From an optimization exercise on the open Yosys and OpenROAD flow, aimed at small area; shortcuts taken in it are not production practice.
At most, simulation tests tie the RTL to the original design; equivalence was not proved.
No functional check of the RTL was part of runs 1, 2 and 6.
Power figures rest on the tool's default switching activity, not on a simulated workload.

==> flow/design.v <==
module gray_converter(
    input [23:0] rgb_in,
    output [7:0] rgb_out 
);
assign rgb_out = (rgb_in[7:0] >> 4) + (rgb_in[15:8] >> 1) + (rgb_in[23:16] >> 2);
endmodule
module line_buffer #(parameter DEPTH = 204, parameter DATA_WIDTH = 8) (
    input clk,
    input shift_en,
    input [DATA_WIDTH-1:0] data_in,
    output logic [DEPTH*DATA_WIDTH-1:0] taps
);
always_ff @(posedge clk) begin
    if (shift_en)
        taps <= {taps[(DEPTH-1)*DATA_WIDTH-1:0], data_in};
end
endmodule
module row_fifo_manager #(parameter WIDTH = 100, parameter DATA_WIDTH = 8) (
    input clk,
    input rst_n,
    input shift_en,
    input [DATA_WIDTH-1:0] data_in,
    output logic [DATA_WIDTH-1:0] p11, p12, p13,
    output logic [DATA_WIDTH-1:0] p21, p22, p23,
    output logic [DATA_WIDTH-1:0] p31, p32, p33
);
localparam DEPTH = 2*WIDTH + 4;
logic [DEPTH*DATA_WIDTH-1:0] taps;
logic [7:0] cnt;
line_buffer #(.DEPTH(DEPTH), .DATA_WIDTH(DATA_WIDTH)) lb (.clk(clk), .shift_en(shift_en),
                .data_in(data_in), .taps(taps));
always_ff @(posedge clk or negedge rst_n) begin
    if (!rst_n)
        cnt <= '0;
    else if (shift_en && cnt != DEPTH)
        cnt <= cnt + 8'd1;
end
function automatic [DATA_WIDTH-1:0] tap(input integer k);
    tap = taps[k*DATA_WIDTH +: DATA_WIDTH] & {DATA_WIDTH{cnt > k}};
endfunction
assign p31 = tap(0);
assign p32 = tap(1);
assign p33 = tap(2);
assign p21 = tap(WIDTH+1);
assign p22 = tap(WIDTH+2);
assign p23 = tap(WIDTH+3);
assign p11 = tap(2*WIDTH+1);
assign p12 = tap(2*WIDTH+2);
assign p13 = tap(2*WIDTH+3);
endmodule
module pixel_matrix_3x3;
endmodule
module sobel_kernel #(
    parameter THRESHOLD = 350
)(
    input  logic clk,
    input  logic rst_n,
    input  logic [7:0] p11, p12, p13,
    input  logic [7:0] p21, p22, p23,
    input  logic [7:0] p31, p32, p33,
    output logic edge_out
);
    localparam logic [9:0] T = THRESHOLD / 2;
    logic [9:0] a_pos, a_neg, b_pos, b_neg;
    logic e1, e2, e3;
    always_comb begin
        a_pos = p12 + p13 + p23;
        a_neg = p21 + p31 + p32;
        b_pos = p23 + p32 + p33;
        b_neg = p11 + p12 + p21;
    end
    always_ff @(posedge clk or negedge rst_n) begin
        if (!rst_n) begin
            e1 <= 1'b0; e2 <= 1'b0; e3 <= 1'b0; edge_out <= 1'b0;
        end else begin
            e1 <= ({1'b0, a_pos} > a_neg + T) || ({1'b0, a_neg} > a_pos + T) ||
                  ({1'b0, b_pos} > b_neg + T) || ({1'b0, b_neg} > b_pos + T);
            e2 <= e1;
            e3 <= e2;
            edge_out <= e3;
        end
    end
endmodule
module image_processor #(parameter WIDTH = 100, parameter DATA_WIDTH = 8) (
    input clk,
    input rst_n,
    input shift_en,
    input [3*DATA_WIDTH-1:0] data_in,
    output logic [3*DATA_WIDTH-1:0] out_pixel
);
logic [DATA_WIDTH-1:0] gray_px;
logic [DATA_WIDTH-1:0] p11, p12, p13, p21, p22, p23, p31, p32, p33;
logic edge_px;
gray_converter gc(.rgb_in(data_in), .rgb_out(gray_px));
row_fifo_manager #(.WIDTH(100), .DATA_WIDTH(8)) rfm (.clk(clk), .rst_n(rst_n), .shift_en(shift_en),
                      .data_in(gray_px),
                      .p11(p11), .p12(p12), .p13(p13),
                      .p21(p21), .p22(p22), .p23(p23),
                      .p31(p31), .p32(p32), .p33(p33));
sobel_kernel #(.THRESHOLD(350)) kernel (
        .clk, .rst_n,
        .p11, .p12, .p13, .p21, .p22, .p23, .p31, .p32, .p33,
        .edge_out(edge_px)
    );
assign out_pixel = {3*DATA_WIDTH{edge_px}};
endmodule
==> flow/run.sh <==
#!/bin/bash
# synth_recipe.tcl (not shown) runs the flow's synth.tcl, then flattens the netlist and writes it again
# the make line also repeats each setting of config.mk as NAME=value (left out here)
make -C /OpenROAD-flow-scripts/flow DESIGN_CONFIG=/design/flow/config.mk WORK_HOME=/design/flow/orfs CLKGATE_MAP_FILE= SYNTH_SCRIPT=/design/flow/synth_recipe.tcl finish
==> flow/config.mk <==
export PLATFORM = sky130hd
export DESIGN_NAME = image_processor
export DESIGN_NICKNAME = image_processor
export VERILOG_FILES = /design/flow/design.v
export SDC_FILE = /design/flow/constraint.sdc
export NUM_CORES = 4
export LEC_CHECK = 0
export CAP_MARGIN = 0
export CORE_MARGIN = 2
export CORE_UTILIZATION = 40
export CTS_BUF_LIST = sky130_fd_sc_hd__clkbuf_4 sky130_fd_sc_hd__clkbuf_8
export SLEW_MARGIN = 0
==> flow/constraint.sdc <==
create_clock -name core_clock -period 6.0 [get_ports {clk}]
set_input_delay 1.2000 -clock core_clock [delete_from_list [all_inputs] [get_ports {clk}]]
set_output_delay 1.2000 -clock core_clock [all_outputs]
set_load 0.01 [all_outputs]
==> impl_metrics.tcl, run 1 <==
set metrics [dict create \
    startpoint_type "register" \
    syn_inst 2430 \
    layout_commonest_cell "edfxtp_1" \
    portBuffers 43 \
    die_h_um 375 \
    nNetsFinal 2991 \
    relSlewSlack 0.319 \
    synth_fp_nets 2574 \
    rows 136 \
    wl_met1_mm 40.6 \
    hold_buffers 0 \
    holdWs_ns 0.359 \
    die-area_mm2 0.141 \
    synth-async-reset-ratio 0.00730 \
    fin_crit_ns 5.71 \
    synthAdderAreaFrac 0.0283 \
    drv_slew 0 \
    htreeDepth 5 \
    ys_types 79 \
    viasPerCell 4.68 \
    ys_ff_latch 1644 \
    grt_max_degree 190 \
    avgSynthCellArea_um2 22.7 \
    cpMostUsedCell "ha_1" \
    ys_seq_area_frac 0.893 \
    power_density_mw_per_mm2 406 \
    synthXorXnorAreaFrac 0.0157 \
    clock_latency_ns 0.92 \
    cp_max_fo 4 \
    synth.top_cell.area_share 0.888 \
    wl_met2_mm 33.9 \
    synth_edf_count 1632 \
    ioPinCount 51 \
    track_usage 0.112 \
    root_buffer "clkbuf_8" \
    ir_worst_vdd_uv 219 \
    hold_path_class "register to register" \
    final_util 0.466 \
    ctsResizeCount 0 \
    grt_pass1_wl_mm 125 \
    fillers 11200 \
    fin_crit_sh 0.952 \
    timing.fmax_mhz 175 \
    power_w 0.0260 \
    worstSetupPathDepth 30 \
    initial_core_util 0.402 \
    drive_above_1_share 0.196 \
    regToRegSetupSlack_ns 0.29 \
    drt-pass1-iter-count 5 \
    hold_depth 0 \
    path_clk_slew_ns 0.07 \
    post-cts-setup-buffer-count 0 \
    hold_viol_final 0 \
    coreArea_mm2 0.137 \
    synth_top_family_by_area "compound AO/OA/AOI/OAI gates" \
    numCtsBuffers 278 \
    synth.area.mux_share 0.00152 \
    ys_warn_count 3 \
    cp_top_family "compound AO/OA/AOI/OAI gates" \
    drt_iter0_drc 1726 \
    path_buf_inv 4 \
    drv_cap 0 \
    finalSetupViolations 0 \
    top_layer "met4" \
    detailed_place_hpwl_mm 40.8 \
    r2r_cells 30 \
    areaGrowthSynthToFinish_pct 15.9 \
    clockBufferDepth 4 \
    synth_area_leaders "edfxtp_1 89%, ha_1 2.4%, xnor2_1 1.0%" \
    synthSimpleGateAreaFrac 0.0227 \
    design_area_mm2 0.0639 \
    overflow 0 \
    slowest_delay_ns 0.42 \
    cp.arrival_ns 6.51 \
    yosysTopAreaCell "edfxtp_1" \
    syn_area_mm2 0.0552 \
    grt_pass1_vias 23000 \
    dpl_cell_area_mm2 0.0587 \
    status "complete, no violations" \
    synth_ff_type "edfxtp_1" \
    num_vias 22600 \
    cp.required_ns 6.80 \
    synth_compound_area_frac 0.0295 \
    finClkSkew_ns 0.0817 \
    antenna_found_initial 5 \
    clkSinkCount 1644 \
    ant_nets 0 \
    worst_slew_pin_slew_ns 1.02 \
    drt_wl_total_mm 80.2 \
    critPathKind "register to register" \
    drc 0 \
    final_cell_mix "1,632 x edfxtp_1, 287 x clkbuf_8, 124 x buf_4" \
    cts_tree "built" \
    worstSetupEndpointType "register" \
    wl_met3_mm 3.36 \
    die-width_um 375 \
    finalSetupTns_ns 0 \
    place_congestion 0.801 \
    p_leak_nw 22.5 \
    critPathSlowestCell "or4_1" \
    wire_per_inst_um 16.6 \
]
-- path summary, 6_finish.rpt --
| check | start | endpoint |
|---|---|---|
| max in group asynchronous | rst_n | rfm.cnt[7]$_DFFE_PN0P_ |
| setup / recovery | rfm.cnt[1]$_DFFE_PN0P_ | kernel.e1$_DFF_PN0_ |
| setup reg to reg | rfm.cnt[1]$_DFFE_PN0P_ | kernel.e1$_DFF_PN0_ |
| hold / removal | kernel.e2$_DFF_PN0_ | kernel.e3$_DFF_PN0_ |
| hold reg to reg | kernel.e2$_DFF_PN0_ | kernel.e3$_DFF_PN0_ |
| min in group asynchronous | rst_n | kernel.e3$_DFF_PN0_ |
-- synthesized netlist by cell type, drive strengths merged, types with 5 or more instances --
| library cell | count |
|---|---|
| a211o | 5 |
| a31oi | 8 |
| a211oi | 12 |
| nor3b | 5 |
| nand2 | 38 |
| o211ai | 7 |
| ha | 108 |
| nand2b | 7 |
| a21boi | 7 |
| buf | 30 |
| and2 | 28 |
| nor3 | 13 |
| clkbuf | 7 |
| dfrtp | 12 |
| xnor2 | 64 |
| o211a | 5 |
| a21o | 20 |
| xor2 | 30 |
| o21a | 25 |
| inv | 63 |
| nor2b | 30 |
| o21ai | 47 |
| nand3 | 15 |
| nand4 | 14 |
| a21oi | 50 |
| mux2i | 6 |
| edfxtp | 1632 |
| nor4 | 5 |
| and3 | 14 |
| fa | 9 |
| o21bai | 11 |
| nor2 | 42 |
-- metrics by stage --
stage	cells	setup WS [ns]
global placement	4361	0.0354
CTS	4818	0.0359
global route	4820	-0.0243
detailed placement	4361	-0.0161
floorplan	2430	0.373
finish	4820	0.290
-- power breakdown --
part / leakage, nW / switching, W / internal [W]
Clock: 2.69 / 0.00407 / 0.00508
Combinational: 3.67 / 0.00168 / 0.00148
Sequential: 16.1 / 0.000256 / 0.0134
-- flip-flops by register name, indices dropped and copies added, names as in the netlist --
| signal | cells |
|---|---|
| rfm.lb.taps | 1632 |
| rfm.cnt | 8 |
| kernel.e1 | 1 |
| kernel.e2 | 1 |
| kernel.e3 | 1 |
| kernel.edge_out | 1 |
-- layout make-up --
class | count | area (um^2) | share of cell area
diodes | 2 | 5.00 | 0.0000783
clock buffers | 368 | 4560 | 0.0713
clock inverters | 89 | 503 | 0.00787
inverters | 63 | 236 | 0.00370
multi-input cells | 686 | 5560 | 0.0870
flip-flops and latches | 1644 | 49300 | 0.771
well taps | 1794 | 2240 | 0.0351
repair buffers | 174 | 1520 | 0.0238
-- metal layers --
metal | vias up | track usage
li1 | 10400 | -
met3 | 202 | 0.0300
met1 | 11500 | 0.167
met4 | 0 | 0.0531
met2 | 458 | 0.153
met5 | - | 0
-- cell families (layout without fill, tap and decap cells) --
logic type               after synthesis  after routing
AO/OA/AOI/OAI                        236            236
XOR/XNOR                              96             96
flip-flops                          1644           1644
buffers and inverters                100            694
AND/OR/NAND/NOR                      227            227
other                                  0              2
multiplexers                           7              7
adder cells (fa/ha/maj)              120            120
==> run 2: changes to the inputs <==
--- a/flow/design.v
+++ b/flow/design.v
@@ -60,21 +60,47 @@
     input  logic [7:0] p31, p32, p33,
     output logic edge_out
 );
-    localparam logic [9:0] T = THRESHOLD / 2;
-    logic [9:0] a_pos, a_neg, b_pos, b_neg;
+    localparam int T = THRESHOLD / 2;
+    function automatic [8:0] sub8(input [7:0] u, input [7:0] v);
+        logic c;
+        c = 1'b1;
+        for (int i = 0; i < 8; i++) begin
+            sub8[i] = u[i] ^ ~v[i] ^ c;
+            c = (u[i] & ~v[i]) | (c & (u[i] ^ ~v[i]));
+        end
+        sub8[8] = ~c;
+    endfunction
+    function automatic [10:0] add3(input [8:0] u, input [8:0] v, input [8:0] w, input ci);
+        logic [10:0] su, cy, uu, vv, ww;
+        logic c;
+        uu = {{2{u[8]}}, u}; vv = {{2{v[8]}}, v}; ww = {{2{w[8]}}, w};
+        su = uu ^ vv ^ ww;
+        cy = {(uu & vv) | (uu & ww) | (vv & ww), ci};
+        c = 1'b0;
+        for (int i = 0; i < 11; i++) begin
+            add3[i] = su[i] ^ cy[i] ^ c;
+            c = (su[i] & cy[i]) | (c & (su[i] ^ cy[i]));
+        end
+    endfunction
+    logic [8:0] d, x, y, z;
+    logic [10:0] a, b;
+    logic big_a, big_b;
     logic e1, e2, e3;
     always_comb begin
-        a_pos = p12 + p13 + p23;
-        a_neg = p21 + p31 + p32;
-        b_pos = p23 + p32 + p33;
-        b_neg = p11 + p12 + p21;
+        d = sub8(p23, p21);
+        x = sub8(p12, p32);
+        y = sub8(p13, p31);
+        z = sub8(p33, p11);
+        a = add3(d, x, y, 1'b0);
+        b = add3(d, ~x, z, 1'b1);    
+        big_a = a[10] ? (a[9:0] < 10'(1024 - T)) : (a[9:0] > 10'(T));
+        big_b = b[10] ? (b[9:0] < 10'(1024 - T)) : (b[9:0] > 10'(T));
     end
     always_ff @(posedge clk or negedge rst_n) begin
         if (!rst_n) begin
             e1 <= 1'b0; e2 <= 1'b0; e3 <= 1'b0; edge_out <= 1'b0;
         end else begin
-            e1 <= ({1'b0, a_pos} > a_neg + T) || ({1'b0, a_neg} > a_pos + T) ||
-                  ({1'b0, b_pos} > b_neg + T) || ({1'b0, b_neg} > b_pos + T);
+            e1 <= big_a | big_b;
             e2 <= e1;
             e3 <= e2;
             edge_out <= e3;
==> flow/flow/run.sh (new file) <==
#!/bin/bash
# Own flow: the standard layout (standard.sh, standard synthesis and
# floorplan/power grid unchanged), with the clock tree built from larger
# sink clusters and without dummy loads, and the ports buffered with the
# smallest buffer. Each step's full log stays in orfs/logs/; make's own
# output goes to standard.log.
set -euo pipefail
cd "$(dirname "$0")/.."
export CTS_ARGS="-sink_clustering_enable -repair_clock_nets -sink_clustering_size ${CTS_SIZE:-30} -sink_clustering_max_diameter ${CTS_DIAM:-60} -dont_use_dummy_load"
export BUFFER_PORTS_ARGS="-buffer_cell sky130_fd_sc_hd__buf_1"
bash standard.sh > standard.log 2>&1
==> flow/standard.sh (new file) <==
#!/bin/bash
# synth_recipe.tcl (not shown) runs the flow's synth.tcl, then flattens the netlist and writes it again
# the make line also repeats each setting of config.mk as NAME=value (left out here)
make -C /OpenROAD-flow-scripts/flow DESIGN_CONFIG=/design/flow/config.mk WORK_HOME=/design/flow/orfs CLKGATE_MAP_FILE= SYNTH_SCRIPT=/design/flow/synth_recipe.tcl "${@:-finish}"
==> flow/config.mk (replaced) <==
export PLATFORM = sky130hd
export DESIGN_NAME = image_processor
export DESIGN_NICKNAME = image_processor
export VERILOG_FILES = /design/flow/design.v
export SDC_FILE = /design/flow/constraint.sdc
export NUM_CORES = 4
export LEC_CHECK = 0
export CAP_MARGIN = 20
export CORE_MARGIN = 2
export CORE_UTILIZATION = 65
export PLACE_DENSITY = 0.75
export SLEW_MARGIN = 20
removed: flow/run.sh
==> impl_metrics.tcl, run 2 <==
set metrics [dict create \
    p_int_w 0.0173 \
    slowest_delay_ns 0.49 \
    overflow 0 \
    regMostFlops "rfm.lb.taps" \
    drt-pass1-iter-count 5 \
    avgSynthCellArea_um2 26.5 \
    synth_fp_nets 2075 \
    ys_seq_area_frac 0.945 \
    clockPowerShare 0.247 \
    synth-async-reset-ratio 0.00730 \
    areaGrowthSynthToFinish_pct 7.82 \
    synth_edf_count 1632 \
    cp.required_ns 6.46 \
    detailed_place_hpwl_mm 32.4 \
    finalSetupViolations 1 \
    fin_crit_sh 1.06 \
    viasPerCell 5.51 \
    ys_warn_count 3 \
    synth_area_leaders "edfxtp_1 94%, fa_1 1.9%, ha_1 0.67%" \
    yosysTopAreaCell "edfxtp_1" \
    numCtsBuffers 82 \
    drc 0 \
    num_vias 17500 \
    timing.fmax_mhz 157 \
    ant_nets 0 \
    worst_slew_pin_slew_ns 1.02 \
    rows 103 \
    initial_core_util 0.658 \
    min_to "rfm.lb.taps[831]$_DFFE_PP_" \
    cts_tree "built" \
    hold_buffers 0 \
    startpoint_type "register" \
    place_ws_ns -0.644 \
    power_w 0.0225 \
    design_area_mm2 0.0562 \
    clock_latency_ns 0.65 \
    rsz0062_at_grt "yes" \
    r2r-end "kernel.e1$_DFF_PN0_" \
    ir_worst_vdd_uv 717 \
    p_switching_w 0.00511 \
    hold_path_class "register to register" \
    power_density_mw_per_mm2 399 \
    ys_ff_latch 1644 \
    cp.arrival_ns 6.83 \
    regToRegSetupSlack_ns -0.36 \
    r2r_cells 27 \
    fillers 4427 \
    portBuffers 43 \
    htreeDepth 3 \
    critPathSlowestCell "fa_1" \
    so.violations "negative setup slack" \
    yosys-top-cells-count "1,632 x edfxtp_1, 49 x fa_1, 41 x nand2_1, 35 x inv_1, 30 x xnor2_1" \
    grt_pass1_wl_mm 103 \
    fin_crit_ns 6.36 \
    p_leak_nw 18.8 \
    final_util 0.710 \
    die_h_um 287 \
    drt_wl_total_mm 68.9 \
    track_usage 0.168 \
    layout_commonest_cell "edfxtp_1" \
    drv_slew 0 \
    root_buffer "clkbuf_16" \
    dpl_cell_area_mm2 0.0541 \
    synth.top_cell.area_share 0.940 \
    hold_viol_final 0 \
    hold_depth 0 \
    die-area_mm2 0.0825 \
    clkSinkCount 1644 \
    r2r_start "rfm.cnt[0]$_DFFE_PN0P_" \
    antenna_found_initial 2 \
    cp_max_fo 3 \
    cpMostUsedCell "fa_2" \
    worstSetupEndpointType "register" \
    hold_start "rfm.lb.taps[823]$_DFFE_PP_" \
    wire_per_inst_um 21.6 \
    largestRegisters "rfm.lb.taps: 1632 flops, rfm.cnt: 8 flops" \
    clockBufferDepth 3 \
    largest_register_ff_count 1632 \
    drv_cap 0 \
    pwr-share-comb 0.145 \
    path_clk_slew_ns 0.09 \
    place_congestion 0.805 \
    critPathKind "register to register" \
    syn_area_mm2 0.0522 \
    ioPinCount 51 \
    nNetsFinal 2240 \
    finClkSkew_ns 0.0647 \
    drive_above_1_share 0.0886 \
    synth_ff_type "edfxtp_1" \
    pwr-share-seq 0.608 \
    status "complete, but fails checks" \
    final_cell_mix "1,632 x edfxtp_1, 82 x clkbuf_16, 53 x buf_4" \
    drt_iter0_drc 1884 \
    die-width_um 287 \
    ys_types 37 \
    grt_pass1_vias 17400 \
    relSlewSlack 0.317 \
    syn_inst 1971 \
    p_sw_frac 0.228 \
    synth.most_common_cell "edfxtp_1" \
    grt_max_degree 195 \
    coreArea_mm2 0.0793 \
    setup_slack_ns -0.364 \
    finalSetupTns_ns -0.364 \
]
run 2: changes by cell type in the layout (fill, tap and decap cells not counted), sizes merged, moves of 40 or more:
cell	before	now
clkbuf	368	83
ha	108	28
clkinv	78	0
clkdlybuf4s50	42	0
a21oi	50	10
fa	9	49
run 2: logic make-up (layout without fill, tap and decap cells):
group | Yosys count | after routing | share of synthesized area
DFF | 1644 | 1644 | 0.945
and+or+nand+nor | 108 | 108 | 0.0107
adders and majority gates | 84 | 84 | 0.0269
buffers and inverters | 60 | 223 | 0.00619
AOI/OAI and AO/OA | 39 | 39 | 0.00461
xor gates and xnor gates | 36 | 36 | 0.00633
other | 0 | 1 | 0
run 2: area by class of cell:
class / count / area, um^2 / share of cell area
flip-flops and latches: 1644 / 49300 / 0.877
repair buffers: 106 / 754 / 0.0134
diodes: 1 / 2.50 / 0.0000445
inverters: 35 / 131 / 0.00234
clock buffers: 82 / 2050 / 0.0365
well taps: 1050 / 1310 / 0.0234
multi-input cells: 267 / 2680 / 0.0477
run 2: worst max-delay path by stage:
stage                           startpoint                   to  slack (ns)  cells past startpoint
detailed placement  rfm.cnt[0]$_DFFE_PN0P_  kernel.e1$_DFF_PN0_       -0.64                     28
CTS                 rfm.cnt[1]$_DFFE_PN0P_  kernel.e1$_DFF_PN0_       -0.38                     28
global route        rfm.cnt[0]$_DFFE_PN0P_  kernel.e1$_DFF_PN0_       -0.72                     27
finish              rfm.cnt[0]$_DFFE_PN0P_  kernel.e1$_DFF_PN0_       -0.36                     27
global placement    rfm.cnt[7]$_DFFE_PN0P_  kernel.e1$_DFF_PN0_       -0.62                     26
floorplan           rfm.cnt[7]$_DFFE_PN0P_  kernel.e1$_DFF_PN0_       -0.45                     26
run 2: what timing repair did:
| action | in CTS | in global routing |
|---|---|---|
| endpoints found under the setup margin | 1 | 1 |
| cloned | 0 | 0 |
| resized for setup | 27 | 0 |
| pin swaps | 17 | 0 |
| setup buffers | 5 | 0 |
run 2: worst max-delay path: cells and delay by family (launching register included):
| family | cells | cell delay, ns |
|---|---|---|
| compound gates | 5 | 0.66 |
| simple gates | 3 | 0.42 |
| xor+xnor | 1 | 0.19 |
| fa+ha+maj | 13 | 4.19 |
| buf+inv | 5 | 0.32 |
| flops | 1 | 0.42 |
run 2: through the flow:
step	instances	hold slack, ns
floorplan	1971	0.331
global placement	3097	0.346
detailed placement	3097	0.336
CTS	3184	0.348
global route	3184	0.341
finish	3185	0.351
run 2: routing by layer:
layer	global-route usage	wire [um]	vias to the layer above
met1	0.252	31700	9202
met5	0	0	-
met4	0.0423	1380	0
li1	-	-	7949
met2	0.267	33400	288
met3	0.0272	2420	101
run 2: power groups by stage:
stage          Combinational (W)  Sequential, W  Clock [W]
4_1_cts                  0.00331         0.0137    0.00576
5_1_grt                  0.00372         0.0137    0.00607
3_3_place_gp             0.00311         0.0139          0
2_1_floorplan            0.00213         0.0138          0
6_report                 0.00325         0.0136    0.00555
3_5_place_dp             0.00316         0.0139          0
==> run 3: changes to the inputs <==
--- a/flow/design.v
+++ b/flow/design.v
@@ -25,28 +25,36 @@
     output logic [DATA_WIDTH-1:0] p31, p32, p33
 );
 localparam DEPTH = 2*WIDTH + 4;
-logic [DEPTH*DATA_WIDTH-1:0] taps;
-logic [7:0] cnt;
-line_buffer #(.DEPTH(DEPTH), .DATA_WIDTH(DATA_WIDTH)) lb (.clk(clk), .shift_en(shift_en),
+localparam N = DATA_WIDTH;
+logic [DEPTH*N-1:0] taps;
+logic [7:0] cnt;             
+logic [2:0] v3, v2, v1;      
+line_buffer #(.DEPTH(DEPTH), .DATA_WIDTH(N)) lb (.clk(clk), .shift_en(shift_en),
                 .data_in(data_in), .taps(taps));
 always_ff @(posedge clk or negedge rst_n) begin
-    if (!rst_n)
+    if (!rst_n) begin
         cnt <= '0;
-    else if (shift_en && cnt != DEPTH)
-        cnt <= cnt + 8'd1;
+        v3 <= '0; v2 <= '0; v1 <= '0;
+    end else if (shift_en) begin
+        if (cnt != 8'(2*WIDTH+1))
+            cnt <= cnt + 8'd1;
+        v3 <= {v3[1:0], 1'b1};
+        v2 <= {v2[1:0], v2[0] | (cnt == 8'(WIDTH+1))};
+        v1 <= {v1[1:0], v1[0] | (cnt == 8'(2*WIDTH+1))};
+    end
 end
-function automatic [DATA_WIDTH-1:0] tap(input integer k);
-    tap = taps[k*DATA_WIDTH +: DATA_WIDTH] & {DATA_WIDTH{cnt > k}};
+function automatic [N-1:0] tap(input integer k, input logic valid);
+    tap = taps[k*N +: N] & {N{valid}};
 endfunction
-assign p31 = tap(0);
-assign p32 = tap(1);
-assign p33 = tap(2);
-assign p21 = tap(WIDTH+1);
-assign p22 = tap(WIDTH+2);
-assign p23 = tap(WIDTH+3);
-assign p11 = tap(2*WIDTH+1);
-assign p12 = tap(2*WIDTH+2);
-assign p13 = tap(2*WIDTH+3);
+assign p31 = tap(0, v3[0]);
+assign p32 = tap(1, v3[1]);
+assign p33 = tap(2, v3[2]);
+assign p21 = tap(WIDTH+1, v2[0]);
+assign p22 = tap(WIDTH+2, v2[1]);
+assign p23 = tap(WIDTH+3, v2[2]);
+assign p11 = tap(2*WIDTH+1, v1[0]);
+assign p12 = tap(2*WIDTH+2, v1[1]);
+assign p13 = tap(2*WIDTH+3, v1[2]);
 endmodule
 module pixel_matrix_3x3;
 endmodule
==> impl_metrics.tcl, run 3 <==
set metrics [dict create \
    status "complete, no violations" \
    cp.required_ns 6.45 \
    portBuffers 43 \
    track_usage 0.191 \
    cts_tree "built" \
    ys_ff_latch 1653 \
    ys_seq_area_frac 0.946 \
    timing.fmax_mhz 169 \
    root_buffer "clkbuf_16" \
    synth.most_common_cell "edfxtp_1" \
    ant_nets 0 \
    synth_area_leaders "edfxtp_1 94%, fa_1 1.9%, dfrtp_1 1.0%" \
    drt_iter0_drc 2039 \
    rsz0062_at_grt "yes" \
    finalSetupViolations 0 \
    ioPinCount 51 \
    design_area_mm2 0.0564 \
    regMostFlops "rfm.lb.taps" \
    relSlewSlack 0.312 \
    wl_met1_mm 34.6 \
    power_density_mw_per_mm2 394 \
    overflow 0 \
    ys_warn_count 3 \
    die_h_um 288 \
    drc 0 \
    drv_cap 0 \
    num_vias 18000 \
    grt_pass1_wl_mm 114 \
    die-width_um 288 \
    critPathKind "register to register" \
    antenna_found_initial 7 \
    top_layer "met4" \
    finalNonFillerCells 3192 \
    cp_max_fo 2 \
    drv_slew 0 \
    fin_crit_ns 5.91 \
    avgSynthCellArea_um2 26.5 \
    n_antenna_cell 0 \
    p_leak_nw 18.9 \
    areaGrowthSynthToFinish_pct 7.75 \
    clock_latency_ns 0.65 \
    placedCellCount 3102 \
    worst_slew_pin_slew_ns 1.03 \
    grt_pass1_vias 17700 \
    layout_commonest_cell "edfxtp_1" \
    wl_met3_mm 3.77 \
    drt_wl_total_mm 78.1 \
    viasPerCell 5.63 \
    clkSinkCount 1653 \
    numCtsBuffers 87 \
    place_congestion 0.769 \
    clockBufferDepth 3 \
    final_cell_mix "1,632 x edfxtp_1, 87 x clkbuf_16, 42 x buf_1, 42 x buf_4, 38 x nand2_1" \
    wire_per_inst_um 24.5 \
    rows 104 \
    detailed_place_hpwl_mm 37.9 \
    synth.top_cell.area_share 0.936 \
    place_ws_ns -0.0963 \
    setup_slack_ns 0.0863 \
    ir_worst_vdd_uv 454 \
    synth_edf_count 1632 \
    initial_core_util 0.653 \
    syn_area_mm2 0.0524 \
    finalSetupTns_ns 0 \
    largestRegisters "rfm.lb.taps: 1632 flops, rfm.cnt: 8 flops" \
    syn_inst 1978 \
    hold_path_class "register to register" \
    largest_register_ff_count 1632 \
    ys_types 37 \
    htreeDepth 3 \
    grt_max_degree 182 \
    synth_fp_nets 2080 \
    multiInputGateArea_mm2 0.00256 \
    nNetsFinal 2236 \
    fin_crit_sh 0.986 \
    synth_ff_type "edfxtp_1" \
    yosys-top-cells-count "1,632 x edfxtp_1, 49 x fa_1, 38 x nand2_1, 36 x inv_1, 32 x and2_1" \
    ff_latch_area_mm2 0.0495 \
    dpl_cell_area_mm2 0.0542 \
    drive_above_1_share 0.0811 \
    final_util 0.704 \
    finClkSkew_ns 0.0787 \
    hold_viol_final 0 \
    worstSetupEndpointType "register" \
    startpoint_type "register" \
    wl_met2_mm 38.0 \
    synth-async-reset-ratio 0.0127 \
    yosysTopAreaCell "edfxtp_1" \
    cp.arrival_ns 6.36 \
    path_clk_slew_ns 0.11 \
    die-area_mm2 0.0829 \
    drt-pass1-iter-count 5 \
    fillers 4476 \
    coreArea_mm2 0.0802 \
]
run 3: cell types whose count changed after synthesis, sizes merged, moves of 4 or more:
cell,delta
nor2b,-5
and2,+5
a21oi,-4
mux2,+6
dfrtp,+9
clkbuf,+4
nand2,-5
run 3: stage by stage:
stage	hold WS (ns)	power [W]
floorplan	0.331	0.0155
global placement	0.348	0.0165
detailed placement	0.373	0.0165
CTS	0.356	0.0224
global route	0.369	0.0232
finish	0.346	0.0222
run 3: layout make-up:
class	instances	share of cell area
timing repair buffer	96	0.0124
clock buffer	87	0.0386
tap	1060	0.0235
multi-input combinational	260	0.0454
inverter	36	0.00239
sequential	1653	0.878
run 3: final timing paths:
check	start	endpoint	slack, ns	cells past startpoint
worst min-delay path	kernel.e1$_DFF_PN0_	kernel.e2$_DFF_PN0_	0.35	0
worst max register to register	rfm.lb.taps[1624]$_DFFE_PP_	kernel.e1$_DFF_PN0_	0.09	20
min in group asynchronous	rst_n	kernel.edge_out$_DFF_PN0_	0.52	2
worst max-delay path	rfm.lb.taps[1624]$_DFFE_PP_	kernel.e1$_DFF_PN0_	0.09	20
worst min register to register	kernel.e1$_DFF_PN0_	kernel.e2$_DFF_PN0_	0.35	0
max in group asynchronous	rst_n	kernel.e1$_DFF_PN0_	5.08	2
run 3: worst max-delay path: stages, from the launching register on:
cell      delay (ns)
edfxtp_1        0.43
nand2_1         0.10
ha_1            0.15
inv_1           0.06
fa_1            0.37
fa_1            0.39
fa_1            0.41
fa_1            0.39
fa_1            0.39
fa_1            0.39
fa_1            0.56
xnor2_1         0.15
xnor2_1         0.16
fa_2            0.21
inv_1           0.04
fa_1            0.35
inv_1           0.07
fa_1            0.41
nand3b_1        0.18
nor2b_1         0.14
a221o_1         0.35
run 3: logic make-up (layout without fill, tap and decap cells):
| logic type | after synthesis | in the layout | share of synthesized area |
|---|---|---|---|
| simple gates | 102 | 102 | 0.0100 |
| xor+xnor | 37 | 37 | 0.00619 |
| flops | 1653 | 1653 | 0.946 |
| compound gates | 33 | 33 | 0.00409 |
| fa+ha+maj | 82 | 82 | 0.0263 |
| mux | 6 | 6 | 0.00129 |
| buf+inv | 65 | 219 | 0.00638 |
run 3: timing repair:
action	4_1_cts	5_1_grt
setup endpoints to repair	1	1
resized for setup	11	11
pin swaps	4	11
buffers inserted	2	1
gates cloned	0	0
hold buffers	0	0
run 3: power breakdown:
part	switching (W)	total (W)	internal, W
Clock	0.00325	0.00583	0.00258
Combinational	0.00144	0.00262	0.00118
Sequential	0.000304	0.0138	0.0135
Total	0.00499	0.0222	0.0172
run 3: layer usage:
layer  vias to the layer above  GRT usage
met1                      9450      0.295
met2                       467      0.295
met5                         -          0
met3                       107     0.0276
met4                         0     0.0475
li1                       7952          -
==> run 4: changes to the inputs <==
==> flow/flow/run.sh (replaced) <==
#!/bin/bash
# Own flow: the standard layout (standard.sh: standard synthesis,
# floorplan, power grid, placement, routing), with the clock tree built
# from small clock buffers on larger sink clusters and without dummy
# loads, and the ports buffered with the smallest buffer. Each step's full
# log stays in orfs/logs/; make's output goes to standard.log.
set -euo pipefail
cd "$(dirname "$0")/.."
export CTS_ARGS="-sink_clustering_enable -repair_clock_nets -dont_use_dummy_load -sink_clustering_size 20 -sink_clustering_max_diameter 42 -buf_list sky130_fd_sc_hd__clkbuf_8"
export BUFFER_PORTS_ARGS="-buffer_cell sky130_fd_sc_hd__buf_1"
bash standard.sh > standard.log 2>&1
--- a/flow/config.mk
+++ b/flow/config.mk
@@ -7,6 +7,6 @@
 export LEC_CHECK = 0
 export CAP_MARGIN = 20
 export CORE_MARGIN = 2
-export CORE_UTILIZATION = 65
-export PLACE_DENSITY = 0.75
+export CORE_UTILIZATION = 75
+export PLACE_DENSITY = 0.9
 export SLEW_MARGIN = 20
==> impl_metrics.tcl, run 4 <==
set metrics [dict create \
    status "complete, no violations" \
    finalNonFillerCells 3106 \
    synth.most_common_cell "edfxtp_1" \
    holdWs_ns 0.363 \
    ys_types 37 \
    fillers 2804 \
    synth-async-reset-ratio 0.0127 \
    grt_pass1_wl_mm 107 \
    dpl_cell_area_mm2 0.0540 \
    ys_ff_latch 1653 \
    nNetsFinal 2278 \
    die_h_um 268 \
    p_switching_w 0.00490 \
    synth_ff_type "edfxtp_1" \
    ys_warn_count 3 \
    ir_worst_vdd_uv 523 \
    syn_area_mm2 0.0524 \
    relSlewSlack 0.255 \
    drv_slew 0 \
    design_area_mm2 0.0560 \
    clockBufferDepth 3 \
    ioPinCount 51 \
    cp.required_ns 6.60 \
    worstSetupEndpointType "register" \
    place_ws_ns -0.0891 \
    syn_inst 1978 \
    grt_pass1_vias 18100 \
    areaGrowthSynthToFinish_pct 6.96 \
    largestRegisters "rfm.lb.taps: 1632 flops, rfm.cnt: 8 flops" \
    synth_edf_count 1632 \
    rows 96 \
    ys_seq_area_frac 0.946 \
    ant_nets 0 \
    p_sw_frac 0.226 \
    place_congestion 0.769 \
    p_int_w 0.0168 \
    fin_crit_sh 0.972 \
    numCtsBuffers 138 \
    drt_wl_total_mm 74.1 \
    power_density_mw_per_mm2 387 \
    root_buffer "clkbuf_8" \
    num_vias 18100 \
    synth_area_leaders "edfxtp_1 94%, fa_1 1.9%, dfrtp_1 1.0%" \
    track_usage 0.209 \
    coreArea_mm2 0.0688 \
    critPathKind "register to register" \
    avgSynthCellArea_um2 26.5 \
    viasPerCell 5.82 \
    yosysTopAreaCell "edfxtp_1" \
    layout_commonest_cell "edfxtp_1" \
    drt_iter0_drc 1791 \
    die-area_mm2 0.0720 \
    drc 0 \
    clock_latency_ns 0.80 \
    finalSetupTns_ns 0 \
    final_cell_mix "1,632 x edfxtp_1, 138 x clkbuf_8, 42 x buf_1" \
    finalSetupViolations 0 \
    synth_fp_nets 2080 \
    portBuffers 43 \
    fin_crit_ns 5.83 \
    finClkSkew_ns 0.0784 \
    die-width_um 268 \
    pwr-share-seq 0.635 \
    cp.arrival_ns 6.43 \
    path_clk_slew_ns 0.09 \
    placedCellCount 2963 \
    yosys-top-cells-count "1,632 x edfxtp_1, 49 x fa_1, 38 x nand2_1, 36 x inv_1, 32 x and2_1" \
    htreeDepth 4 \
    clkSinkCount 1653 \
    regMostFlops "rfm.lb.taps" \
    hold_path_class "register to register" \
    synth.top_cell.area_share 0.936 \
    cts_tree "built" \
    hold_buffers 0 \
    overflow 0 \
    detailed_place_hpwl_mm 41.3 \
    cp_max_fo 3 \
    startpoint_type "register" \
    pwr-share-comb 0.127 \
    drv_cap 0 \
    worst_slew_pin_slew_ns 1.12 \
    drive_above_1_share 0.106 \
    p_leak_nw 18.8 \
    setup_slack_ns 0.170 \
    initial_core_util 0.761 \
    clockPowerShare 0.238 \
    wire_per_inst_um 23.9 \
    timing.fmax_mhz 172 \
    largest_register_ff_count 1632 \
    hold_viol_final 0 \
    drt-pass1-iter-count 6 \
    grt_max_degree 209 \
    antenna_found_initial 2 \
]
run 4: worst max-delay path, stage by stage (launching register included):
cell and delay, ns:
edfxtp_1 0.38, and2_4 0.16, ha_1 0.14, inv_1 0.06, fa_2 0.37, fa_2 0.38
fa_2 0.35, fa_2 0.35, fa_2 0.36, fa_2 0.35, inv_2 0.07, fa_2 0.46
buf_6 0.16, xnor2_4 0.14, xnor2_2 0.14, fa_1 0.41, inv_1 0.07, fa_1 0.15
inv_1 0.05, fa_1 0.44, nand3b_1 0.19, nor2b_1 0.15, a221o_1 0.33
run 4: cell type report:
class	count	area [um^2]	share of cell area
timing repair buffer	87	649	0.0116
multi-input combinational	260	2640	0.0470
tap	931	1160	0.0208
antenna	1	2.50	0.0000447
sequential	1653	49500	0.884
inverter	36	135	0.00241
clock buffer	138	1900	0.0339
run 4: repair_timing:
action                                  CTS  global route
endpoints found under the hold margin     0             0
buffers inserted                          2             2
gates resized for setup                  13            27
pin swaps                                 5            10
endpoints found under the setup margin    1             1
run 4: power by group through the flow:
stage	registers, W	clock network, W	logic [W]
global placement	0.0139	0	0.00249
CTS	0.0138	0.00531	0.00263
floorplan	0.0138	0	0.00168
global route	0.0138	0.00572	0.00311
finish	0.0138	0.00516	0.00276
detailed placement	0.0140	0	0.00254
run 4: through the flow:
stage	power, W	util
after floorplan	0.0155	-
after global placement	0.0164	0.784
after detailed placement	0.0165	0.784
after CTS	0.0217	0.812
after global routing	0.0226	0.814
final	0.0217	0.814
run 4: worst paths after layout:
| kind | startpoint | end | slack (ns) | cells after the start |
|---|---|---|---|---|
| hold reg to reg | rfm.lb.taps[822]$_DFFE_PP_ | rfm.lb.taps[830]$_DFFE_PP_ | 0.36 | 0 |
| hold / removal | rfm.lb.taps[822]$_DFFE_PP_ | rfm.lb.taps[830]$_DFFE_PP_ | 0.36 | 0 |
| setup reg to reg | rfm.lb.taps[808]$_DFFE_PP_ | kernel.e1$_DFF_PN0_ | 0.17 | 22 |
| setup / recovery | rfm.lb.taps[808]$_DFFE_PP_ | kernel.e1$_DFF_PN0_ | 0.17 | 22 |
| min in group asynchronous | rst_n | kernel.e2$_DFF_PN0_ | 0.42 | 2 |
| max in group asynchronous | rst_n | kernel.e1$_DFF_PN0_ | 5.22 | 2 |
run 4: logic make-up (layout without fill, tap and decap cells):
logic type | Yosys count | count (layout) | share of synthesized area
compound gates | 33 | 33 | 0.00409
xor+xnor | 37 | 37 | 0.00619
other cells | 0 | 1 | 0
fa+ha+maj | 82 | 82 | 0.0263
buf+inv | 65 | 261 | 0.00638
simple gates | 102 | 102 | 0.0100
mux | 6 | 6 | 0.00129
flops | 1653 | 1653 | 0.946
run 4: per-layer routing:
layer	wire length (um)	global-route usage	up-vias
met5	12	0	-
met4	1880	0.0729	2
met3	3950	0.0403	140
met2	36600	0.333	519
met1	31600	0.301	9390
li1	-	-	8018
==> run 5: changes to the inputs <==
==> flow/flow/run.sh (replaced) <==
#!/bin/bash
# Own flow: the standard layout (standard.sh: standard synthesis,
# floorplan, power grid, placement, routing, all unchanged), except that
#  - the clock tree is built from small clock buffers on larger sink
#    clusters and without dummy loads (CTS_ARGS), and
set -uo pipefail
cd "$(dirname "$0")/.."
export BUFFER_PORTS_ARGS="-buffer_cell sky130_fd_sc_hd__buf_1"
base="-sink_clustering_enable -repair_clock_nets -dont_use_dummy_load"
trees=(
  "-sink_clustering_size 20 -sink_clustering_max_diameter 42 -buf_list sky130_fd_sc_hd__clkbuf_8"
  "-sink_clustering_size 20 -sink_clustering_max_diameter 42 -buf_list sky130_fd_sc_hd__clkbuf_8"
  "-sink_clustering_size 30 -sink_clustering_max_diameter 60"
)
RESULTS=$(pwd)/orfs/results/sky130hd/image_processor/base
export RESULTS
n=0
for t in "${trees[@]}"; do
  n=$((n+1))
  export CTS_ARGS="$base $t"
  if [[ $n -gt 1 ]]; then
    bash standard.sh clean_cts clean_route clean_finish > clean_$n.log 2>&1
  fi
  if ! bash standard.sh > standard_$n.log 2>&1; then
    continue
  fi
  openroad -no_init -exit flow/check.tcl > check_$n.log 2>&1 || continue
  slew=$(awk '/^CHECK clk_pin_slew_ps/{print $3}' check_$n.log)
  setup=$(awk '/^CHECK setup_slack/{print $3}' check_$n.log)
  if awk -v s="$slew" -v t="$setup" 'BEGIN{exit !(s != "" && s < 122 && t != "" && t >= 0.06)}'; then
    exit 0
  fi
done
[[ -f out/final.def ]]
==> flow/flow/check.tcl (new file) <==
set P $::env(FLOW_HOME)/platforms/sky130hd
set R $::env(RESULTS)
read_lef $P/lef/sky130_fd_sc_hd.tlef
read_lef $P/lef/sky130_fd_sc_hd_merged.lef
read_liberty $P/lib/sky130_fd_sc_hd__tt_025C_1v80.lib
read_db $R/6_final.odb
read_sdc $R/6_final.sdc
read_spef $R/6_final.spef
set_propagated_clock [all_clocks]
set worst 0
foreach pin [all_registers -clock_pins -edge_triggered] {
  foreach edge {rise fall} {
    foreach analysis {min max} {
      set s [expr {[sta::time_ui_sta [get_property $pin slew_${analysis}_$edge]] * 1e12}]
      if {$s > $worst} { set worst $s }
    }
  }
}
puts "CHECK clk_pin_slew_ps $worst"
puts "CHECK setup_slack [sta::worst_slack -max]"
puts "CHECK hold_slack [sta::worst_slack -min]"
--- a/flow/config.mk
+++ b/flow/config.mk
@@ -5,8 +5,8 @@
 export SDC_FILE = /design/flow/constraint.sdc
 export NUM_CORES = 4
 export LEC_CHECK = 0
-export CAP_MARGIN = 20
+export CAP_MARGIN = 0
 export CORE_MARGIN = 2
 export CORE_UTILIZATION = 75
 export PLACE_DENSITY = 0.9
-export SLEW_MARGIN = 20
+export SLEW_MARGIN = 0
==> impl_metrics.tcl, run 5 <==
set metrics [dict create \
    place_congestion 0.769 \
    ir_worst_vdd_uv 523 \
    layout_commonest_cell "edfxtp_1" \
    portBuffers 43 \
    antenna_found_initial 2 \
    worst_slew_pin_slew_ns 1.12 \
    relSlewSlack 0.255 \
    cp_max_fo 3 \
    p_leak_nw 18.8 \
    root_buffer "clkbuf_8" \
    dpl_cell_area_mm2 0.0540 \
    detailed_place_hpwl_mm 41.3 \
    largest_register_ff_count 1632 \
    rows 96 \
    num_vias 18100 \
    clockBufferDepth 3 \
    fin_crit_sh 0.972 \
    wire_per_inst_um 23.9 \
    drt_iter0_drc 1791 \
    ys_warn_count 3 \
    cp.required_ns 6.60 \
    areaGrowthSynthToFinish_pct 6.96 \
    ys_types 37 \
    drv_cap 0 \
    htreeDepth 4 \
    numCtsBuffers 138 \
    drive_above_1_share 0.106 \
    ioPinCount 51 \
    grt_max_degree 209 \
    die-area_mm2 0.0720 \
    critPathKind "register to register" \
    place_ws_ns -0.0891 \
    regMostFlops "rfm.lb.taps" \
    drt-pass1-iter-count 6 \
    synth_area_leaders "edfxtp_1 94%, fa_1 1.9%, dfrtp_1 1.0%" \
    die-width_um 268 \
    ys_seq_area_frac 0.946 \
    largestRegisters "rfm.lb.taps: 1632 flops, rfm.cnt: 8 flops" \
    hold_path_class "register to register" \
    grt_pass1_vias 18100 \
    cts_tree "built" \
    avgSynthCellArea_um2 26.5 \
    final_util 0.814 \
    yosys-top-cells-count "1,632 x edfxtp_1, 49 x fa_1, 38 x nand2_1, 36 x inv_1, 32 x and2_1" \
    viasPerCell 5.82 \
    hold_viol_final 0 \
    synth-async-reset-ratio 0.0127 \
    syn_inst 1978 \
    power_density_mw_per_mm2 387 \
    status "complete, no violations" \
    syn_area_mm2 0.0524 \
    cp.arrival_ns 6.43 \
    coreArea_mm2 0.0688 \
    finClkSkew_ns 0.0784 \
    fillers 2804 \
    nNetsFinal 2278 \
    track_usage 0.209 \
    synth_edf_count 1632 \
    initial_core_util 0.761 \
    clock_latency_ns 0.80 \
    setup_slack_ns 0.170 \
    timing.fmax_mhz 172 \
    synth_ff_type "edfxtp_1" \
    design_area_mm2 0.0560 \
    grt_pass1_wl_mm 107 \
    multiInputGateArea_mm2 0.00264 \
    die_h_um 268 \
    startpoint_type "register" \
    synth.top_cell.area_share 0.936 \
    ys_ff_latch 1653 \
    synth.most_common_cell "edfxtp_1" \
    synth_fp_nets 2080 \
    clkSinkCount 1653 \
    drt_wl_total_mm 74.1 \
    drv_slew 0 \
    fin_crit_ns 5.83 \
    drc 0 \
    overflow 0 \
    yosysTopAreaCell "edfxtp_1" \
    path_clk_slew_ns 0.09 \
    finalSetupViolations 0 \
    final_cell_mix "1,632 x edfxtp_1, 138 x clkbuf_8, 42 x buf_1" \
    holdWs_ns 0.363 \
    ant_nets 0 \
    worstSetupEndpointType "register" \
    ff_latch_area_mm2 0.0495 \
]
## run 5: cell counts in the layout (fill, tap and decap cells not counted)
No cell type changed its count.
## run 5: critical path: stages (launching register included)
cell and delay, ns:
edfxtp_1 0.38, and2_4 0.16, ha_1 0.14, inv_1 0.06, fa_2 0.37, fa_2 0.38
fa_2 0.35, fa_2 0.35, fa_2 0.36, fa_2 0.35, inv_2 0.07, fa_2 0.46
buf_6 0.16, xnor2_4 0.14, xnor2_2 0.14, fa_1 0.41, inv_1 0.07, fa_1 0.15
inv_1 0.05, fa_1 0.44, nand3b_1 0.19, nor2b_1 0.15, a221o_1 0.33
## run 5: what timing repair did
action	in CTS	in global routing
buffers inserted	2	2
hold buffers	0	0
pin swaps	5	10
gates resized for setup	13	27
setup endpoints to repair	1	1
## run 5: final timing paths
path	from	to	slack, ns	cells past startpoint
min	rfm.lb.taps[822]$_DFFE_PP_	rfm.lb.taps[830]$_DFFE_PP_	0.36	0
min in group asynchronous	rst_n	kernel.e2$_DFF_PN0_	0.42	2
max reg2reg	rfm.lb.taps[808]$_DFFE_PP_	kernel.e1$_DFF_PN0_	0.17	22
max	rfm.lb.taps[808]$_DFFE_PP_	kernel.e1$_DFF_PN0_	0.17	22
max in group asynchronous	rst_n	kernel.e1$_DFF_PN0_	5.22	2
min reg2reg	rfm.lb.taps[822]$_DFFE_PP_	rfm.lb.taps[830]$_DFFE_PP_	0.36	0
## run 5: cell type report
type	count	share of cell area
flip-flops and latches	1653	0.884
inverters	36	0.00241
repair buffers	87	0.0116
clock buffers	138	0.0339
well taps	931	0.0208
diodes	1	0.0000447
multi-input cells	260	0.0470
## run 5: power breakdown
group / switching, W / total (W) / leakage (nW) / internal [W]
combinational: 0.00150 / 0.00276 / 1.58 / 0.00126
sequential: 0.000297 / 0.0138 / 16.2 / 0.0135
clock: 0.00310 / 0.00516 / 0.992 / 0.00206
total: 0.00490 / 0.0217 / 18.8 / 0.0168
## run 5: logic make-up (layout without fill, tap and decap cells)
kind of cell	count (synthesis)	after routing	share of synthesized area
fa+ha+maj	82	82	0.0263
buf+inv	65	261	0.00638
flops	1653	1653	0.946
xor+xnor	37	37	0.00619
simple gates	102	102	0.0100
compound gates	33	33	0.00409
other cells	0	1	0
mux	6	6	0.00129
## run 5: per-layer routing
metal | part of all wire | track usage
met5 | 0.00016 | 0
met4 | 0.025 | 0.0729
met3 | 0.053 | 0.0403
met2 | 0.49 | 0.333
met1 | 0.43 | 0.301
## run 5: through the flow
step           power, W  setup TNS (ns)  cells
2_1_floorplan    0.0155               0   1978
3_3_place_gp     0.0164        -0.00383   2963
3_5_place_dp     0.0165         -0.0891   2963
4_1_cts          0.0217               0   3103
5_1_grt          0.0226         -0.0268   3106
6_report         0.0217               0   3106
==> run 6: changes to the inputs <==
--- a/flow/design.v
+++ b/flow/design.v
@@ -6,14 +6,15 @@
 endmodule
 module line_buffer #(parameter DEPTH = 204, parameter DATA_WIDTH = 8) (
     input clk,
-    input shift_en,
+    input load,
+    input hold,
     input [DATA_WIDTH-1:0] data_in,
     output logic [DEPTH*DATA_WIDTH-1:0] taps
 );
-always_ff @(posedge clk) begin
-    if (shift_en)
-        taps <= {taps[(DEPTH-1)*DATA_WIDTH-1:0], data_in};
-end
+logic [DEPTH*DATA_WIDTH-1:0] shifted;
+assign shifted = {taps[(DEPTH-1)*DATA_WIDTH-1:0], data_in};
+always_ff @(posedge clk)
+    taps <= (shifted & {DEPTH*DATA_WIDTH{load}}) | (taps & {DEPTH*DATA_WIDTH{hold}});
 endmodule
 module row_fifo_manager #(parameter WIDTH = 100, parameter DATA_WIDTH = 8) (
     input clk,
@@ -29,7 +30,7 @@
 logic [DEPTH*N-1:0] taps;
 logic [7:0] cnt;             
 logic [2:0] v3, v2, v1;      
-line_buffer #(.DEPTH(DEPTH), .DATA_WIDTH(N)) lb (.clk(clk), .shift_en(shift_en),
+line_buffer #(.DEPTH(DEPTH), .DATA_WIDTH(N)) lb (.clk(clk), .load(shift_en), .hold(~shift_en),
                 .data_in(data_in), .taps(taps));
 always_ff @(posedge clk or negedge rst_n) begin
     if (!rst_n) begin
--- a/flow/config.mk
+++ b/flow/config.mk
@@ -5,8 +5,9 @@
 export SDC_FILE = /design/flow/constraint.sdc
 export NUM_CORES = 4
 export LEC_CHECK = 0
-export CAP_MARGIN = 0
+export CAP_MARGIN = 20
 export CORE_MARGIN = 2
 export CORE_UTILIZATION = 75
 export PLACE_DENSITY = 0.9
-export SLEW_MARGIN = 0
+export SLEW_MARGIN = 20
+export SYNTH_HIERARCHICAL = 1
==> impl_metrics.tcl, run 6 <==
set metrics [dict create \
    p_int_w 0.0144 \
    grt_pass1_wl_mm 141 \
    grt_pass1_vias 28400 \
    clockBufferDepth 3 \
    drive_above_1_share 0.0511 \
    track_usage 0.220 \
    die_h_um 271 \
    r2r_start "rfm.v3[1]$_DFFE_PN0P_" \
    holdWs_ns 0.349 \
    worstSetupEndpointType "register" \
    wire_per_inst_um 17.4 \
    finalSetupViolations 1 \
    avgSynthCellArea_um2 13.4 \
    pwr-share-seq 0.616 \
    largest_register_ff_count 1632 \
    cp.arrival_ns 6.64 \
    crit_start "rfm.v3[1]$_DFFE_PN0P_" \
    detailed_place_hpwl_mm 46.2 \
    cp_top_family "adder cells" \
    slowest_delay_ns 0.61 \
    portBuffers 43 \
    finClkSkew_ns 0.0657 \
    p_leak_nw 21.5 \
    drt_wl_total_mm 82.4 \
    drc 0 \
    worst_slew_pin_slew_ns 1.12 \
    finalNonFillerCells 4740 \
    numCtsBuffers 75 \
    coreArea_mm2 0.0703 \
    power_w 0.0188 \
    startpoint_type "register" \
    root_buffer "clkbuf_16" \
    fillers 4137 \
    fin_crit_sh 1.03 \
    path_buf_inv 4 \
    ys_warn_count 9 \
    hold_viol_final 0 \
    cp_max_fo 9 \
    final_cell_mix "1,633 x a22o_1, 1,632 x dfxtp_1, 75 x clkbuf_16" \
    setup_slack_ns -0.176 \
    overflow 0 \
    placedCellCount 4665 \
    ir_worst_vdd_uv 308 \
    pwr-share-comb 0.099 \
    die-area_mm2 0.0735 \
    rsz0062_at_grt "yes" \
    critPathKind "register to register" \
    drv_cap 0 \
    p_switching_w 0.00434 \
    finalSetupTns_ns -0.176 \
    ioPinCount 51 \
    htreeDepth 3 \
    die-width_um 271 \
    syn_area_mm2 0.0535 \
    cp_cell_sequence "buf_4 > and2_1 > inv_1 > fa_2 > ha_4 > xnor2_1 > ha_1 > nand2b_1 > mux2_4 > nand2b_4 > fa_2 > fa_2 > fa_2 > fa_2 > fa_2 > fa_2 > inv_2 > fa_1 > inv_1 > fa_1 > a211o_1 > a22o_1 > a221o_1" \
    grt_max_degree 255 \
    cp.required_ns 6.46 \
    timing.fmax_mhz 162 \
    drt_iter0_drc 2244 \
    clock_latency_ns 0.64 \
    cpMostUsedCell "fa_2" \
    initial_core_util 0.761 \
    critPathSlowestCell "fa_2" \
    syn_inst 4006 \
    num_vias 29800 \
    clockPowerShare 0.285 \
    clkSinkCount 1653 \
    regMostFlops "rfm.lb.taps" \
    fin_crit_ns 6.18 \
    layout_commonest_cell "a22o_1" \
    rows 97 \
    power_density_mw_per_mm2 344 \
    status "complete, but fails checks" \
    drt-pass1-iter-count 5 \
    dpl_cell_area_mm2 0.0525 \
    synth_fp_nets 4107 \
    antenna_found_initial 0 \
    hold_path_class "register to register" \
    areaGrowthSynthToFinish_pct 1.84 \
    drv_slew 0 \
    relSlewSlack 0.257 \
    place_congestion 0.796 \
    design_area_mm2 0.0545 \
    hold_start "kernel.e1$_DFF_PN0_" \
    p_sw_frac 0.231 \
    hold_buffers 0 \
    so.violations "negative setup slack" \
    nNetsFinal 3903 \
    cts_tree "built" \
    path_clk_slew_ns 0.08 \
    largestRegisters "rfm.lb.taps: 1632 flops, rfm.cnt: 8 flops" \
    ant_nets 0 \
    viasPerCell 6.28 \
    n_antenna_cell 0 \
]
==> run 6: cell types whose count changed in the layout (fill, tap and decap cells not counted), moves of 6 or more <==
cell       before   now
a22o_1          0  1633
dfxtp_1         0  1632
edfxtp_1     1632     0
clkbuf_8      138     0
clkbuf_16       0    75
and2_1         29    64
inv_1          33    63
nand2_1        38    11
buf_4          31    48
buf_12         12    18
==> run 6: layout make-up <==
cell class                 instances  area, um^2  area share
inverter                          67         259     0.00476
multi-input combinational       1896       17100       0.313
sequential                      1653       33200       0.609
clock buffer                      75        1880      0.0345
tap                              940        1180      0.0216
timing repair buffer             109         886      0.0163
==> run 6: worst paths after layout <==
kind | to | slack [ns] | cells after the start
worst max-delay path | kernel.e1$_DFF_PN0_ | -0.18 | 23
worst min-delay path | kernel.e2$_DFF_PN0_ | 0.35 | 0
worst max register to register | kernel.e1$_DFF_PN0_ | -0.18 | 23
worst min register to register | kernel.e2$_DFF_PN0_ | 0.35 | 0
max in group asynchronous | rfm.v2[1]$_DFFE_PN0P_ | 5.19 | 2
min in group asynchronous | rfm.cnt[2]$_DFFE_PN0P_ | 0.53 | 2
==> run 6: worst register-to-register path, cell delays in order, from the launching register on <==
cell and delay, ns:
dfrtp_1 0.36, buf_4 0.16, and2_1 0.14, inv_1 0.06
fa_2 0.61, ha_4 0.22, xnor2_1 0.12, ha_1 0.31
nand2b_1 0.08, mux2_4 0.16, nand2b_4 0.06, fa_2 0.37
fa_2 0.37, fa_2 0.38, fa_2 0.38, fa_2 0.39
fa_2 0.39, inv_2 0.06, fa_1 0.16, inv_1 0.05
fa_1 0.52, a211o_1 0.24, a22o_1 0.18, a221o_1 0.26
==> run 6: power groups by stage <==
| stage | Sequential, W | Combinational, W | Clock (W) |
|---|---|---|---|
| final | 0.0116 | 0.00186 | 0.00535 |
| after detailed placement | 0.0118 | 0.00184 | 0 |
| after CTS | 0.0116 | 0.00188 | 0.00546 |
| after floorplan | 0.0117 | 0.00163 | 0 |
| after global routing | 0.0116 | 0.00207 | 0.00583 |
| after global placement | 0.0118 | 0.00179 | 0 |
==> run 6: repair_timing <==
item / 4_1_cts / 5_1_grt
pin swaps: 4 / 3
setup endpoints to repair: 1 / 1
buffers inserted: 0 / 0
resized for setup: 10 / 3
==> run 6: routing by layer <==
| metal | GRT usage | vias up | share of wire |
|---|---|---|---|
| li1 | - | 14700 | - |
| met1 | 0.325 | 14700 | 0.50 |
| met2 | 0.348 | 247 | 0.47 |
| met3 | 0.0279 | 99 | 0.022 |
| met4 | 0.0470 | 0 | 0.018 |
| met5 | 0 | - | 0 |
==> run 6: stage by stage <==
| stage | worst slack [ns] | utilization |
|---|---|---|
| 3_3_place_gp | -0.245 | 0.748 |
| 4_1_cts | -0.241 | 0.775 |
| 3_5_place_dp | -0.285 | 0.748 |
| 2_1_floorplan | -0.0681 | - |
| 6_report | -0.176 | 0.775 |
| 5_1_grt | -0.462 | 0.775 |

==> re-timing with driven ports <==
In the flow no input, the clock included, has a driving cell. The finished layouts below were timed again as built, in two steps.
Step 1 assumes that a clkbuf_16 drives the clock port and a buf_2 every other input.
Step 2 times the ports against the registers' clock, not the clock port: input delays grow and output delays shrink by t, the midpoint of the rising clock arrivals with the driver on.
Three values: no drivers, after step 1, after step 2; two values: the first two.
| run | t (ns) | slack for setup (ns) | worst setup path at the end | slew at the worst register clock pin (ns) | cell pins on the clock port's net |
|---|---|---|---|---|---|
| run 1 | 0.955 | 0.290 / 0.290 / 0.290 | register to register | 0.07 / 0.07 | 1 |
| run 2 | 0.691 | -0.364 / -0.364 / -0.364 | register to register | 0.11 / 0.11 | 1 |
| run 3 | 0.682 | 0.086 / 0.086 / 0.086 | register to register | 0.12 / 0.12 | 1 |
| run 4 | 0.819 | 0.170 / 0.170 / 0.170 | register to register | 0.11 / 0.11 | 1 |
| run 5 | 0.819 | 0.170 / 0.170 / 0.170 | register to register | 0.11 / 0.11 | 1 |
| run 6 | 0.682 | -0.176 / -0.176 / -0.176 | register to register | 0.11 / 0.11 | 1 |
